This design comes from an exercise in tuning for small area on the open sky130 flow, not from production work.
RTL that was checked went through simulation tests only; none was proved equivalent to the original.
The flow treats the clock pin as an ideal source, which a real chip does not have.

==> module apb_convolver, before the edit <==
module apb_convolver(
    input  logic                      HCLK,
    input  logic                      HRESETn,
    input  logic               [11:0] PADDR,
    input  logic               [31:0] PWDATA,
    input  logic                      PWRITE,
    input  logic                      PSEL,
    input  logic                      PENABLE,
    output logic               [31:0] PRDATA,
    output logic                      PREADY,
    output logic                      PSLVERR,
    output logic               [3:0]  irq_o,
    output logic                      mem_wen_n,
    output logic               [10:0] mem_addr,
    output logic               [31:0] mem_wdata,
    input  logic               [31:0] mem_rdata
    );
    logic [2:0] rel_addr;
    assign rel_addr = PADDR[4:2];
    assign PREADY  = 1'b1;
    assign PSLVERR = 1'b0;
    assign irq_o   = 4'b0;
    logic wensel, shift, setup_in, display, clc, addr_increment;
    assign wensel         = PWRITE & PENABLE & PSEL;
    assign shift          = wensel & (rel_addr == 3'd3);
    assign setup_in       = PSEL & ~PENABLE & PWRITE & (rel_addr == 3'd3);
    assign display        = wensel & (rel_addr == 3'd4) &  PWDATA[0];
    assign clc            = wensel & (rel_addr == 3'd4) & ~PWDATA[0];
    assign addr_increment = ~PWRITE & PENABLE & PSEL & rel_addr[2];
    logic [31:0] qw1, qw2, qw3, q_inp, h1, h2, q_out;
    logic        q_0, q_1, q_2, q_3, q_4, pa;
    always_ff @(posedge HCLK, negedge HRESETn)
        if (~HRESETn) begin
            qw1 <= '0; qw2 <= '0; qw3 <= '0;
            q_inp <= '0; q_out <= '0;
            q_0 <= 1'b0; q_1 <= 1'b0; q_2 <= 1'b0; q_3 <= 1'b0; q_4 <= 1'b0; pa <= 1'b0;
        end else begin
            if (wensel && rel_addr == 3'd0) qw1 <= PWDATA;
            if (wensel && rel_addr == 3'd1) qw2 <= PWDATA;
            if (wensel && rel_addr == 3'd2) qw3 <= PWDATA;
            if (shift) q_inp <= PWDATA;
            if (q_4) q_out <= mem_rdata;
            q_0 <= shift;
            q_1 <= q_0;
            q_2 <= q_1 && (counter >= 5'd3) && (counter <= 5'd28);
            q_3 <= rel_addr[2];
            q_4 <= q_3;
            pa  <= setup_in;
        end
    always_comb begin
        case (rel_addr)
            3'd0: PRDATA = qw1;
            3'd1: PRDATA = qw2;
            3'd2: PRDATA = qw3;
            3'd3: PRDATA = q_inp;
            3'd5: PRDATA = q_out;
            default: PRDATA = 32'b0;
        endcase
    end
    always_ff @(posedge HCLK)
        if (shift) begin
            h1 <= q_inp;
            h2 <= h1;
        end
    localparam logic [1:0] RESET = 2'd0, CALC = 2'd1, DISPLAY = 2'd2;
    logic [1:0]  state, next_state;
    logic [10:0] address, next_address;
    logic [4:0]  counter, next_counter;
    logic        WRITEn;
    always_ff @(posedge HCLK, negedge HRESETn)
        if (~HRESETn) begin
            state   <= RESET;
            address <= '0;
            counter <= '0;
        end else begin
            state   <= next_state;
            address <= next_address;
            counter <= next_counter;
        end
    always_comb begin
        WRITEn       = 1'b1;
        next_address = address;
        next_counter = counter;
        next_state   = state;
        case (state)
            RESET: begin
                WRITEn = 1'b0;
                next_address = address + 1'b1;
                if (address == 11'd338) begin
                    next_state   = CALC;
                    next_address = '0;
                end
            end
            CALC: begin
                WRITEn = ~q_2;
                if (q_2)
                    next_address = address + 1'b1;
                else if (shift)
                    next_counter = (counter == 5'd28) ? 5'd1 : counter + 1'b1;
                else if (display) begin
                    next_address = '0;
                    next_state   = DISPLAY;
                    next_counter = '0;
                end
            end
            DISPLAY: begin
                if (addr_increment)
                    next_address = address + 1'b1;
                else if (clc) begin
                    next_address = '0;
                    next_state   = CALC;
                end
            end
            default: ;
        endcase
    end
    assign mem_wen_n = WRITEn;
    assign mem_addr  = address;
    logic ph0;
    assign ph0 = ~(pa | q_0 | q_1);
    logic [1:0] dC [4], dB [4], dA [4];    
    always_comb
        for (int k = 0; k < 4; k++) begin
            dC[k] = ({2{ph0}} & PWDATA[8*k+0 +: 2]) | ({2{pa}} & PWDATA[8*k+2 +: 2])
                  | ({2{q_0}} & q_inp[8*k+4 +: 2])  | ({2{q_1}} & q_inp[8*k+6 +: 2]);
            dB[k] = ({2{ph0}} & q_inp[8*k+0 +: 2])  | ({2{pa}} & q_inp[8*k+2 +: 2])
                  | ({2{q_0}} & h1[8*k+4 +: 2])     | ({2{q_1}} & h1[8*k+6 +: 2]);
            dA[k] = ({2{ph0}} & h1[8*k+0 +: 2])     | ({2{pa}} & h1[8*k+2 +: 2])
                  | ({2{q_0}} & h2[8*k+4 +: 2])     | ({2{q_1}} & h2[8*k+6 +: 2]);
        end
    logic [13:0] acc_up, acc_lo, nx_up, nx_lo;
    logic [1:0]  sv_up, sv_lo;
    logic [11:0] fb_up, fb_lo;
    assign fb_up = ph0 ? 12'd0 : acc_up[13:2];
    assign fb_lo = ph0 ? 12'd0 : acc_lo[13:2];
    ksum k_up (.a(fb_up), .s(nx_up),
        .w0(qw1[7:0]), .d0(dC[3]), .w1(qw1[15:8]), .d1(dB[3]), .w2(qw1[23:16]), .d2(dA[3]),
        .w3(qw2[7:0]), .d3(dC[2]), .w4(qw2[15:8]), .d4(dB[2]), .w5(qw2[23:16]), .d5(dA[2]),
        .w6(qw3[7:0]), .d6(dC[1]), .w7(qw3[15:8]), .d7(dB[1]), .w8(qw3[23:16]), .d8(dA[1]));
    ksum k_lo (.a(fb_lo), .s(nx_lo),
        .w0(qw1[7:0]), .d0(dC[2]), .w1(qw1[15:8]), .d1(dB[2]), .w2(qw1[23:16]), .d2(dA[2]),
        .w3(qw2[7:0]), .d3(dC[1]), .w4(qw2[15:8]), .d4(dB[1]), .w5(qw2[23:16]), .d5(dA[1]),
        .w6(qw3[7:0]), .d6(dC[0]), .w7(qw3[15:8]), .d7(dB[0]), .w8(qw3[23:16]), .d8(dA[0]));
    always_ff @(posedge HCLK, negedge HRESETn)
        if (~HRESETn) begin
            acc_up <= '0; acc_lo <= '0; sv_up <= '0; sv_lo <= '0;
        end else begin
            acc_up <= nx_up;
            acc_lo <= nx_lo;
            sv_up  <= acc_up[1:0];
            sv_lo  <= acc_lo[1:0];
        end
    assign mem_wdata = {acc_up, sv_up, acc_lo, sv_lo};
endmodule
==> flow/config.mk <==
export PLATFORM = sky130hd
export DESIGN_NAME = apb_convolver
export DESIGN_NICKNAME = apb_convolver
export VERILOG_FILES = /design/flow/design.v
export SDC_FILE = /design/flow/constraint.sdc
export NUM_CORES = 4
export LEC_CHECK = 0
export ABC_AREA = 1
export CAP_MARGIN = 20
export CORE_MARGIN = 2
export CORE_UTILIZATION = 40
export SLEW_MARGIN = 20
==> flow/constraint.sdc <==
create_clock -name core_clock -period 10.0 [get_ports {HCLK}]
set_input_delay 2.0000 -clock core_clock [delete_from_list [all_inputs] [get_ports {HCLK}]]
set_output_delay 2.0000 -clock core_clock [all_outputs]
set_load 0.01 [all_outputs]
standard.sh (not shown) runs the stock make flow with config.mk's settings and CLKGATE_MAP_FILE= SYNTH_SCRIPT=/design/flow/synth_recipe.tcl, a recipe that flattens the netlist after the stock synthesis.
==> flow/flow/run.sh <==
#!/bin/bash
# Own layout flow, built on the standard ORFS flow (standard.sh):
#  1. the standard synthesis, unchanged (standard.sh synth);
#  2. flow/polarity.py rewrites the synthesised netlist's inverters: full adders are
#     self-dual and many gates have a complementary cell, so it picks their polarities to
#     need fewer inverters (registers and the logic function are unchanged);
#  3. the standard floorplan and placement, with port buffers of sky130_fd_sc_hd__buf_1
#     (instead of clkdlybuf4s50_1);
#  5. the rest of the standard flow.
# Each tool's full output goes to a log file of its own in the work folder (flow_*.log);
# ORFS's per-step logs are under orfs/logs/.
set -euo pipefail
RES=orfs/results/${FLOW_PLATFORM}/apb_convolver/base
LIB=${FLOW_HOME}/platforms/${FLOW_PLATFORM}/lib/sky130_fd_sc_hd__tt_025C_1v80.lib
BP="BUFFER_PORTS_ARGS=-buffer_cell sky130_fd_sc_hd__buf_1"

# synthesis: the standard synthesis script, with only its ABC mapping script replaced
# by flow/abc.script (area-oriented mapping); registers are mapped before ABC runs, so they
# are the standard synthesis's registers.
sed "s#log_cmd abc {\*}\$abc_args#lset abc_args [expr {[lsearch \$abc_args -script] + 1}] $PWD/flow/abc.script\n  log_cmd abc {*}\$abc_args#" \
  ${FLOW_HOME}/scripts/synth.tcl > synth_own.tcl
sed "s#source \$::env(SCRIPTS_DIR)/synth.tcl#source $PWD/synth_own.tcl#" synth_recipe.tcl > synth_recipe_own.tcl
bash standard.sh "SYNTH_SCRIPT=$PWD/synth_recipe_own.tcl" synth > flow_synth.log 2>&1
cp ${RES}/1_2_yosys.v ${RES}/1_2_yosys.standard.v
python3 flow/polarity.py ${RES}/1_2_yosys.standard.v ${RES}/1_2_yosys.pol.v ${LIB} > flow_polarity.log 2>&1
cp ${RES}/1_2_yosys.pol.v ${RES}/1_2_yosys.v
rm -f ${RES}/1_synth.odb ${RES}/1_synth.sdc

bash standard.sh "$BP" place > flow_place.log 2>&1

BASE="-sink_clustering_enable -repair_clock_nets -dont_use_dummy_load"
TRIALS=(
  "-buf_list sky130_fd_sc_hd__clkbuf_4 -sink_clustering_size 8 -sink_clustering_max_diameter 80"
  "-buf_list sky130_fd_sc_hd__clkbuf_4 -sink_clustering_size 10 -sink_clustering_max_diameter 60"
  "-buf_list sky130_fd_sc_hd__clkbuf_4 -sink_clustering_size 8 -sink_clustering_max_diameter 60"
  "-buf_list sky130_fd_sc_hd__clkbuf_8 -sink_clustering_size 14 -sink_clustering_max_diameter 60"
  "-buf_list sky130_fd_sc_hd__clkbuf_4 -sink_clustering_size 10 -sink_clustering_max_diameter 35"
  "-buf_list sky130_fd_sc_hd__clkbuf_8 -sink_clustering_size 10 -sink_clustering_max_diameter 60"
)
best_args="$BASE -buf_list sky130_fd_sc_hd__clkbuf_4"
best_area=1e9
: > flow_cts_trials.log
for i in "${!TRIALS[@]}"; do
  args="$BASE ${TRIALS[$i]}"
  line=$(CTS_TRY_ARGS="$args" CTS_TRY_ODB=${RES}/3_place.odb CTS_TRY_SDC=${RES}/3_place.sdc \
         openroad -no_init -exit flow/cts_trial.tcl 2>&1 | tee -a flow_cts_trials.log | grep CTS_TRIAL || true)
  echo "trial $i: $args -> $line" >> flow_cts_trials.log
  area=$(echo "$line" | awk '{print $3}'); slew=$(echo "$line" | awk '{print $5}')
  if [[ -n "$area" && -n "$slew" ]] && awk -v s="$slew" -v a="$area" -v b="$best_area" 'BEGIN{exit !(s < 0.112 && a < b)}'; then
    best_area=$area; best_args="$args"
  fi
done
echo "chosen: $best_args (clock cells $best_area um2)" >> flow_cts_trials.log

bash standard.sh "$BP" "CTS_ARGS=$best_args" finish > flow_layout.log 2>&1
Other scripts of this flow, unchanged in this note and not shown: flow/flow/abc.script, flow/flow/cts_trial.tcl, flow/flow/polarity.py
The starting point went through all stages and came out clean.
Change:
--- a/flow/design.v
+++ b/flow/design.v
@@ -964,18 +964,13 @@
     assign addr_increment = ~PWRITE & PENABLE & PSEL & rel_addr[2];
     logic [31:0] qw1, qw2, qw3, q_inp, h1, h2, q_out;
     logic        q_0, q_1, q_2, q_3, q_4, pa;
     always_ff @(posedge HCLK, negedge HRESETn)
         if (~HRESETn) begin
-            qw1 <= '0; qw2 <= '0; qw3 <= '0;
-            q_inp <= '0; q_out <= '0;
+            q_out <= '0;
             q_0 <= 1'b0; q_1 <= 1'b0; q_2 <= 1'b0; q_3 <= 1'b0; q_4 <= 1'b0; pa <= 1'b0;
         end else begin
-            if (wensel && rel_addr == 3'd0) qw1 <= PWDATA;
-            if (wensel && rel_addr == 3'd1) qw2 <= PWDATA;
-            if (wensel && rel_addr == 3'd2) qw3 <= PWDATA;
-            if (shift) q_inp <= PWDATA;
             if (q_4) q_out <= mem_rdata;
             q_0 <= shift;
             q_1 <= q_0;
             q_2 <= q_1 && (counter >= 5'd3) && (counter <= 5'd28);
             q_3 <= rel_addr[2];
@@ -990,10 +985,18 @@
             3'd3: PRDATA = q_inp;
             3'd5: PRDATA = q_out;
             default: PRDATA = 32'b0;
         endcase
     end
+    logic [31:0] wdata;
+    assign wdata = PWDATA & {32{HRESETn}};
+    always_ff @(posedge HCLK) begin
+        if (~HRESETn || (wensel && rel_addr == 3'd0)) qw1 <= wdata;
+        if (~HRESETn || (wensel && rel_addr == 3'd1)) qw2 <= wdata;
+        if (~HRESETn || (wensel && rel_addr == 3'd2)) qw3 <= wdata;
+        if (~HRESETn || shift)                        q_inp <= wdata;
+    end
     always_ff @(posedge HCLK)
         if (shift) begin
             h1 <= q_inp;
             h2 <= h1;
         end
@@ -1049,27 +1052,27 @@
             default: ;
         endcase
     end
     assign mem_wen_n = WRITEn;
     assign mem_addr  = address;
-    logic ph0;
-    assign ph0 = ~(pa | q_0 | q_1);
+    logic [1:0] sel;
+    assign sel = {q_0 | q_1, pa | q_1};
     logic [1:0] dC [4], dB [4], dA [4];    
     always_comb
         for (int k = 0; k < 4; k++) begin
-            dC[k] = ({2{ph0}} & PWDATA[8*k+0 +: 2]) | ({2{pa}} & PWDATA[8*k+2 +: 2])
-                  | ({2{q_0}} & q_inp[8*k+4 +: 2])  | ({2{q_1}} & q_inp[8*k+6 +: 2]);
-            dB[k] = ({2{ph0}} & q_inp[8*k+0 +: 2])  | ({2{pa}} & q_inp[8*k+2 +: 2])
-                  | ({2{q_0}} & h1[8*k+4 +: 2])     | ({2{q_1}} & h1[8*k+6 +: 2]);
-            dA[k] = ({2{ph0}} & h1[8*k+0 +: 2])     | ({2{pa}} & h1[8*k+2 +: 2])
-                  | ({2{q_0}} & h2[8*k+4 +: 2])     | ({2{q_1}} & h2[8*k+6 +: 2]);
+            case (sel)
+                2'd0: begin dC[k] = PWDATA[8*k+0 +: 2]; dB[k] = q_inp[8*k+0 +: 2]; dA[k] = h1[8*k+0 +: 2]; end
+                2'd1: begin dC[k] = PWDATA[8*k+2 +: 2]; dB[k] = q_inp[8*k+2 +: 2]; dA[k] = h1[8*k+2 +: 2]; end
+                2'd2: begin dC[k] = q_inp[8*k+4 +: 2];  dB[k] = h1[8*k+4 +: 2];    dA[k] = h2[8*k+4 +: 2]; end
+                default: begin dC[k] = q_inp[8*k+6 +: 2]; dB[k] = h1[8*k+6 +: 2];  dA[k] = h2[8*k+6 +: 2]; end
+            endcase
         end
     logic [13:0] acc_up, acc_lo, nx_up, nx_lo;
     logic [1:0]  sv_up, sv_lo;
     logic [11:0] fb_up, fb_lo;
-    assign fb_up = ph0 ? 12'd0 : acc_up[13:2];
-    assign fb_lo = ph0 ? 12'd0 : acc_lo[13:2];
+    assign fb_up = (sel == 2'd0) ? 12'd0 : acc_up[13:2];
+    assign fb_lo = (sel == 2'd0) ? 12'd0 : acc_lo[13:2];
     ksum k_up (.a(fb_up), .s(nx_up),
         .w0(qw1[7:0]), .d0(dC[3]), .w1(qw1[15:8]), .d1(dB[3]), .w2(qw1[23:16]), .d2(dA[3]),
         .w3(qw2[7:0]), .d3(dC[2]), .w4(qw2[15:8]), .d4(dB[2]), .w5(qw2[23:16]), .d5(dA[2]),
         .w6(qw3[7:0]), .d6(dC[1]), .w7(qw3[15:8]), .d7(dB[1]), .w8(qw3[23:16]), .d8(dA[1]));
     ksum k_lo (.a(fb_lo), .s(nx_lo),
Effect: The changed run passed the timing, design-rule and antenna checks. Via count shrinks by 8.7%. Routed wire length shrinks by about 4.4%. Sequential cell count is unchanged. Global-route usage shrinks by 0.75 points.

---

apb_convolver, a different RTL version from the one above (not shown whole).
For scale: roughly 1300 cells after synthesis, roughly 160 I/O pins, roughly 17000 um^2 of cells after synthesis.
==> module apb_convolver, before the edit <==
module apb_convolver(
    input  logic                      HCLK,
    input  logic                      HRESETn,
    input  logic               [11:0] PADDR,
    input  logic               [31:0] PWDATA,
    input  logic                      PWRITE,
    input  logic                      PSEL,
    input  logic                      PENABLE,
    output logic               [31:0] PRDATA,
    output logic                      PREADY,
    output logic                      PSLVERR,
    output logic               [3:0]  irq_o,
    output logic                      mem_wen_n,
    output logic               [10:0] mem_addr,
    output logic               [31:0] mem_wdata,
    input  logic               [31:0] mem_rdata
    );
    logic [2:0] rel_addr;
    assign rel_addr = PADDR[4:2];
    assign PREADY  = 1'b1;
    assign PSLVERR = 1'b0;
    assign irq_o   = 4'b0;
    logic wensel, shift, setup_in, display, clc, addr_increment;
    assign wensel         = PWRITE & PENABLE & PSEL;
    assign shift          = wensel & (rel_addr == 3'd3);
    assign setup_in       = PSEL & ~PENABLE & PWRITE & (rel_addr == 3'd3);
    assign display        = wensel & (rel_addr == 3'd4) &  PWDATA[0];
    assign clc            = wensel & (rel_addr == 3'd4) & ~PWDATA[0];
    assign addr_increment = ~PWRITE & PENABLE & PSEL & rel_addr[2];
    logic [31:0] qw1, qw2, qw3, q_inp, h1, h2, q_out;
    logic        q_0, q_1, q_2, q_3, q_4, pa, ph0;
    always_ff @(posedge HCLK, negedge HRESETn)
        if (~HRESETn) begin
            q_out <= '0;
            q_0 <= 1'b0; q_1 <= 1'b0; q_2 <= 1'b0; q_3 <= 1'b0; q_4 <= 1'b0; pa <= 1'b0; ph0 <= 1'b0;
        end else begin
            if (q_4) q_out <= mem_rdata;
            q_0 <= shift;
            q_1 <= q_0;
            q_2 <= q_1 && (counter >= 5'd3) && (counter <= 5'd28);
            q_3 <= rel_addr[2];
            q_4 <= q_3;
            pa  <= setup_in;
            ph0 <= ~(setup_in | shift | q_0);    
        end
    always_comb begin
        case (rel_addr)
            3'd0: PRDATA = qw1;
            3'd1: PRDATA = qw2;
            3'd2: PRDATA = qw3;
            3'd3: PRDATA = q_inp;
            3'd5: PRDATA = q_out;
            default: PRDATA = 32'b0;
        endcase
    end
    logic stale;
    always_ff @(posedge HCLK, negedge HRESETn)
        if (~HRESETn) stale <= 1'b1;
        else          stale <= 1'b0;
    logic [31:0] wdata;
    assign wdata = PWDATA & {32{~stale}};
    logic [31:0] qw1n, qw2n, qw3n;
    assign qw1 = ~qw1n;
    assign qw2 = ~qw2n;
    assign qw3 = ~qw3n;
    always_ff @(posedge HCLK) begin
        if (stale || (wensel && rel_addr == 3'd0)) qw1n <= ~wdata;
        if (stale || (wensel && rel_addr == 3'd1)) qw2n <= ~wdata;
        if (stale || (wensel && rel_addr == 3'd2)) qw3n <= ~wdata;
        if (stale || shift)                        q_inp <= wdata;
    end
    always_ff @(posedge HCLK)
        if (shift) begin
            h1 <= q_inp;
            h2 <= h1;
        end
    localparam logic [1:0] RESET = 2'd0, CALC = 2'd1, DISPLAY = 2'd2;
    logic [1:0]  state, next_state;
    logic [10:0] address, next_address;
    logic [4:0]  counter, next_counter;
    logic        WRITEn;
    always_ff @(posedge HCLK, negedge HRESETn)
        if (~HRESETn) begin
            state   <= RESET;
            address <= '0;
            counter <= '0;
        end else begin
            state   <= next_state;
            address <= next_address;
            counter <= next_counter;
        end
    always_comb begin
        WRITEn       = 1'b1;
        next_address = address;
        next_counter = counter;
        next_state   = state;
        case (state)
            RESET: begin
                WRITEn = 1'b0;
                next_address = address + 1'b1;
                if (address == 11'd338) begin
                    next_state   = CALC;
                    next_address = '0;
                end
            end
            CALC: begin
                WRITEn = ~q_2;
                if (q_2)
                    next_address = address + 1'b1;
                else if (shift)
                    next_counter = (counter == 5'd28) ? 5'd1 : counter + 1'b1;
                else if (display) begin
                    next_address = '0;
                    next_state   = DISPLAY;
                    next_counter = '0;
                end
            end
            DISPLAY: begin
                if (addr_increment)
                    next_address = address + 1'b1;
                else if (clc) begin
                    next_address = '0;
                    next_state   = CALC;
                end
            end
            default: ;
        endcase
    end
    assign mem_wen_n = WRITEn;
    assign mem_addr  = address;
    logic [1:0] dC [4], dB [4], dA [4];    
    always_comb
        for (int k = 0; k < 4; k++) begin
            dC[k] = ({2{ph0}} & PWDATA[8*k+0 +: 2]) | ({2{pa}} & PWDATA[8*k+2 +: 2])
                  | ({2{q_0}} & q_inp[8*k+4 +: 2])  | ({2{q_1}} & q_inp[8*k+6 +: 2]);
            dB[k] = ({2{ph0}} & q_inp[8*k+0 +: 2])  | ({2{pa}} & q_inp[8*k+2 +: 2])
                  | ({2{q_0}} & h1[8*k+4 +: 2])     | ({2{q_1}} & h1[8*k+6 +: 2]);
            dA[k] = ({2{ph0}} & h1[8*k+0 +: 2])     | ({2{pa}} & h1[8*k+2 +: 2])
                  | ({2{q_0}} & h2[8*k+4 +: 2])     | ({2{q_1}} & h2[8*k+6 +: 2]);
        end
    logic [13:0] acc_up, acc_lo, nx_up, nx_lo;
    logic [1:0]  sv_up, sv_lo;
    logic [11:0] fb_up, fb_lo;
    assign fb_up = ph0 ? 12'd0 : acc_up[13:2];
    assign fb_lo = ph0 ? 12'd0 : acc_lo[13:2];
    ksum k_up (.a(fb_up), .s(nx_up),
        .w0(qw1[7:0]), .d0(dC[3]), .w1(qw1[15:8]), .d1(dB[3]), .w2(qw1[23:16]), .d2(dA[3]),
        .w3(qw2[7:0]), .d3(dC[2]), .w4(qw2[15:8]), .d4(dB[2]), .w5(qw2[23:16]), .d5(dA[2]),
        .w6(qw3[7:0]), .d6(dC[1]), .w7(qw3[15:8]), .d7(dB[1]), .w8(qw3[23:16]), .d8(dA[1]));
    ksum k_lo (.a(fb_lo), .s(nx_lo),
        .w0(qw1[7:0]), .d0(dC[2]), .w1(qw1[15:8]), .d1(dB[2]), .w2(qw1[23:16]), .d2(dA[2]),
        .w3(qw2[7:0]), .d3(dC[1]), .w4(qw2[15:8]), .d4(dB[1]), .w5(qw2[23:16]), .d5(dA[1]),
        .w6(qw3[7:0]), .d6(dC[0]), .w7(qw3[15:8]), .d7(dB[0]), .w8(qw3[23:16]), .d8(dA[0]));
    always_ff @(posedge HCLK, negedge HRESETn)
        if (~HRESETn) begin
            acc_up <= '0; acc_lo <= '0; sv_up <= '0; sv_lo <= '0;
        end else begin
            acc_up <= nx_up;
            acc_lo <= nx_lo;
            sv_up  <= acc_up[1:0];
            sv_lo  <= acc_lo[1:0];
        end
    assign mem_wdata = {acc_up, sv_up, acc_lo, sv_lo};
endmodule
export LEC_CHECK = 0
export ABC_AREA = 1
export CAP_MARGIN = 20
export CORE_MARGIN = 2
export CORE_UTILIZATION = 60
export SLEW_MARGIN = 20
create_clock -name core_clock -period 10.0 [get_ports {HCLK}]
==> flow/flow/run.sh <==
#!/bin/bash
# Own layout flow, built on the standard ORFS flow (standard.sh):
#  1. the standard synthesis (standard.sh synth, synth_recipe.tcl), with only the ABC
#     mapping script replaced by flow/abc.script (area-oriented mapping); the registers are
#     mapped before ABC runs, so they are the standard synthesis's registers;
#  2. flow/polarity.py rewrites the synthesised netlist's inverters: full adders are
#     self-dual and many gates have a complementary cell, so it picks their polarities to
#     need fewer inverters (registers and the logic function are unchanged);
#  3. the standard floorplan and placement, with port buffers of sky130_fd_sc_hd__buf_1
#     (instead of clkdlybuf4s50_1);
#  5. the rest of the standard flow.
# Each tool's full output goes to a log file of its own in the work folder (flow_*.log);
# ORFS's per-step logs are under orfs/logs/.
set -euo pipefail
RES=orfs/results/${FLOW_PLATFORM}/apb_convolver/base
LIB=${FLOW_HOME}/platforms/${FLOW_PLATFORM}/lib/sky130_fd_sc_hd__tt_025C_1v80.lib
BP="BUFFER_PORTS_ARGS=-buffer_cell sky130_fd_sc_hd__buf_1"

# synthesis: the standard synthesis script, with only its ABC mapping script replaced
# by flow/abc.script (area-oriented mapping); registers are mapped before ABC runs, so they
# are the standard synthesis's registers.
sed "s#log_cmd abc {\*}\$abc_args#lset abc_args [expr {[lsearch \$abc_args -script] + 1}] $PWD/flow/abc.script\n  log_cmd abc {*}\$abc_args#" \
  ${FLOW_HOME}/scripts/synth.tcl > synth_own.tcl
sed "s#source \$::env(SCRIPTS_DIR)/synth.tcl#source $PWD/synth_own.tcl#" synth_recipe.tcl > synth_recipe_own.tcl
bash standard.sh "SYNTH_SCRIPT=$PWD/synth_recipe_own.tcl" synth > flow_synth.log 2>&1
cp ${RES}/1_2_yosys.v ${RES}/1_2_yosys.standard.v
python3 flow/polarity.py ${RES}/1_2_yosys.standard.v ${RES}/1_2_yosys.pol.v ${LIB} > flow_polarity.log 2>&1
cp ${RES}/1_2_yosys.pol.v ${RES}/1_2_yosys.v
rm -f ${RES}/1_synth.odb ${RES}/1_synth.sdc

bash standard.sh "$BP" place > flow_place.log 2>&1

BASE="-sink_clustering_enable -repair_clock_nets -dont_use_dummy_load"
TRIALS=(
  "-buf_list sky130_fd_sc_hd__clkbuf_4 -sink_clustering_size 8 -sink_clustering_max_diameter 80"
  "-buf_list sky130_fd_sc_hd__clkbuf_4 -sink_clustering_size 10 -sink_clustering_max_diameter 60"
  "-buf_list sky130_fd_sc_hd__clkbuf_4 -sink_clustering_size 8 -sink_clustering_max_diameter 60"
  "-buf_list sky130_fd_sc_hd__clkbuf_8 -sink_clustering_size 14 -sink_clustering_max_diameter 60"
  "-buf_list sky130_fd_sc_hd__clkbuf_4 -sink_clustering_size 10 -sink_clustering_max_diameter 35"
  "-buf_list sky130_fd_sc_hd__clkbuf_8 -sink_clustering_size 10 -sink_clustering_max_diameter 60"
)
best_args="$BASE -buf_list sky130_fd_sc_hd__clkbuf_4"
best_area=1e9
: > flow_cts_trials.log
for i in "${!TRIALS[@]}"; do
  args="$BASE ${TRIALS[$i]}"
  line=$(CTS_TRY_ARGS="$args" CTS_TRY_ODB=${RES}/3_place.odb CTS_TRY_SDC=${RES}/3_place.sdc \
         openroad -no_init -exit flow/cts_trial.tcl 2>&1 | tee -a flow_cts_trials.log | grep CTS_TRIAL || true)
  echo "trial $i: $args -> $line" >> flow_cts_trials.log
  area=$(echo "$line" | awk '{print $3}'); slew=$(echo "$line" | awk '{print $5}')
  if [[ -n "$area" && -n "$slew" ]] && awk -v s="$slew" -v a="$area" -v b="$best_area" 'BEGIN{exit !(s < 0.108 && a < b)}'; then
    best_area=$area; best_args="$args"
  fi
done
echo "chosen: $best_args (clock cells $best_area um2)" >> flow_cts_trials.log

bash standard.sh "$BP" "CTS_ARGS=$best_args" finish > flow_layout.log 2>&1
Other scripts of this flow, unchanged in this note and not shown: flow/flow/abc.script, flow/flow/cts_trial.tcl, flow/flow/polarity.py
Change:
--- a/flow/design.v
+++ b/flow/design.v
@@ -960,34 +960,33 @@
     assign shift          = wensel & (rel_addr == 3'd3);
     assign setup_in       = PSEL & ~PENABLE & PWRITE & (rel_addr == 3'd3);
     assign display        = wensel & (rel_addr == 3'd4) &  PWDATA[0];
     assign clc            = wensel & (rel_addr == 3'd4) & ~PWDATA[0];
     assign addr_increment = ~PWRITE & PENABLE & PSEL & rel_addr[2];
     logic [31:0] qw1, qw2, qw3, q_inp, h1, h2, q_out;
-    logic        q_0, q_1, q_2, q_3, q_4, pa, ph0;
+    logic        q_0, q_1, q_2, q_3, q_4, pa, qv;
     always_ff @(posedge HCLK, negedge HRESETn)
         if (~HRESETn) begin
-            q_out <= '0;
-            q_0 <= 1'b0; q_1 <= 1'b0; q_2 <= 1'b0; q_3 <= 1'b0; q_4 <= 1'b0; pa <= 1'b0; ph0 <= 1'b0;
+            qv    <= 1'b0;
+            q_0 <= 1'b0; q_1 <= 1'b0; q_2 <= 1'b0; q_3 <= 1'b0; q_4 <= 1'b0; pa <= 1'b0;
         end else begin
-            if (q_4) q_out <= mem_rdata;
+            if (q_4) qv <= 1'b1;
             q_0 <= shift;
             q_1 <= q_0;
             q_2 <= q_1 && (counter >= 5'd3) && (counter <= 5'd28);
             q_3 <= rel_addr[2];
             q_4 <= q_3;
             pa  <= setup_in;
-            ph0 <= ~(setup_in | shift | q_0);    
         end
     always_comb begin
         case (rel_addr)
             3'd0: PRDATA = qw1;
             3'd1: PRDATA = qw2;
             3'd2: PRDATA = qw3;
             3'd3: PRDATA = q_inp;
-            3'd5: PRDATA = q_out;
+            3'd5: PRDATA = qv ? q_out : 32'b0;
             default: PRDATA = 32'b0;
         endcase
     end
     logic stale;
     always_ff @(posedge HCLK, negedge HRESETn)
         if (~HRESETn) stale <= 1'b1;
@@ -1002,12 +1001,14 @@
         if (stale || (wensel && rel_addr == 3'd0)) qw1n <= ~wdata;
         if (stale || (wensel && rel_addr == 3'd1)) qw2n <= ~wdata;
         if (stale || (wensel && rel_addr == 3'd2)) qw3n <= ~wdata;
         if (stale || shift)                        q_inp <= wdata;
     end
     always_ff @(posedge HCLK)
+        if (q_4) q_out <= mem_rdata;
+    always_ff @(posedge HCLK)
         if (shift) begin
             h1 <= q_inp;
             h2 <= h1;
         end
     localparam logic [1:0] RESET = 2'd0, CALC = 2'd1, DISPLAY = 2'd2;
     logic [1:0]  state, next_state;
@@ -1060,12 +1061,14 @@
             end
             default: ;
         endcase
     end
     assign mem_wen_n = WRITEn;
     assign mem_addr  = address;
+    logic ph0;
+    assign ph0 = ~(pa | q_0 | q_1 | stale);
     logic [1:0] dC [4], dB [4], dA [4];    
     always_comb
         for (int k = 0; k < 4; k++) begin
             dC[k] = ({2{ph0}} & PWDATA[8*k+0 +: 2]) | ({2{pa}} & PWDATA[8*k+2 +: 2])
                   | ({2{q_0}} & q_inp[8*k+4 +: 2])  | ({2{q_1}} & q_inp[8*k+6 +: 2]);
             dB[k] = ({2{ph0}} & q_inp[8*k+0 +: 2])  | ({2{pa}} & q_inp[8*k+2 +: 2])
Wire length goes up by 7.2%.
Synthesized cell count fell by 3.3%.
Utilization is higher by 0.99 points.
Design area went down by 0.43%.
Cell count shrinks by 2.4%.
Sequential cell count does not change.
Clock-buffer cell count goes up by 1.
Area after synthesis went down by 0.95%.
Via count went down by 0.42%.
Global-route usage goes up by 2.0 points.
Function not checked in the first run of this note: the RTL went through the layout flow alone.

==> static timing again, ports no longer ideal <==
No port has a modelled driver above. Below, the same layouts with a new extraction and two added sets of constraints. Step 1 sets driving cells, clkbuf_16 on the clock port and buf_2 on the other inputs (assumed; they add their load-dependent delay and slew). Step 2 also shifts input and output timing later by t, the mid clock arrival at the registers, as if the neighbouring blocks saw the same clock. Three values: no drivers, after step 1, after step 2; two values: the first two.
run | shift t [ns] | slack for setup (ns) | worst slew at a driven data input, ns | pins driven straight from the clock port
the first run of note 1 | 0.787 | 0.396 / 0.396 / -0.005 | 0.12 | 1
the second run of note 1 | 0.783 | 0.347 / 0.347 / 0.007 | 0.06 | 1
the first run of note 2 | 0.698 | 0.525 / 0.551 / -0.146 | 0.06 | 1
the second run of note 2 | 0.694 | 0.249 / 0.249 / -0.319 | 0.05 | 1
With both steps, setup timing fails in the first run of note 1, the first run of note 2 and the second run of note 2, where it was met with ideal ports. The setup slack of the first run of note 2, which loses most, moves by +0.026 ns with the drivers and by -0.671 ns with both steps.
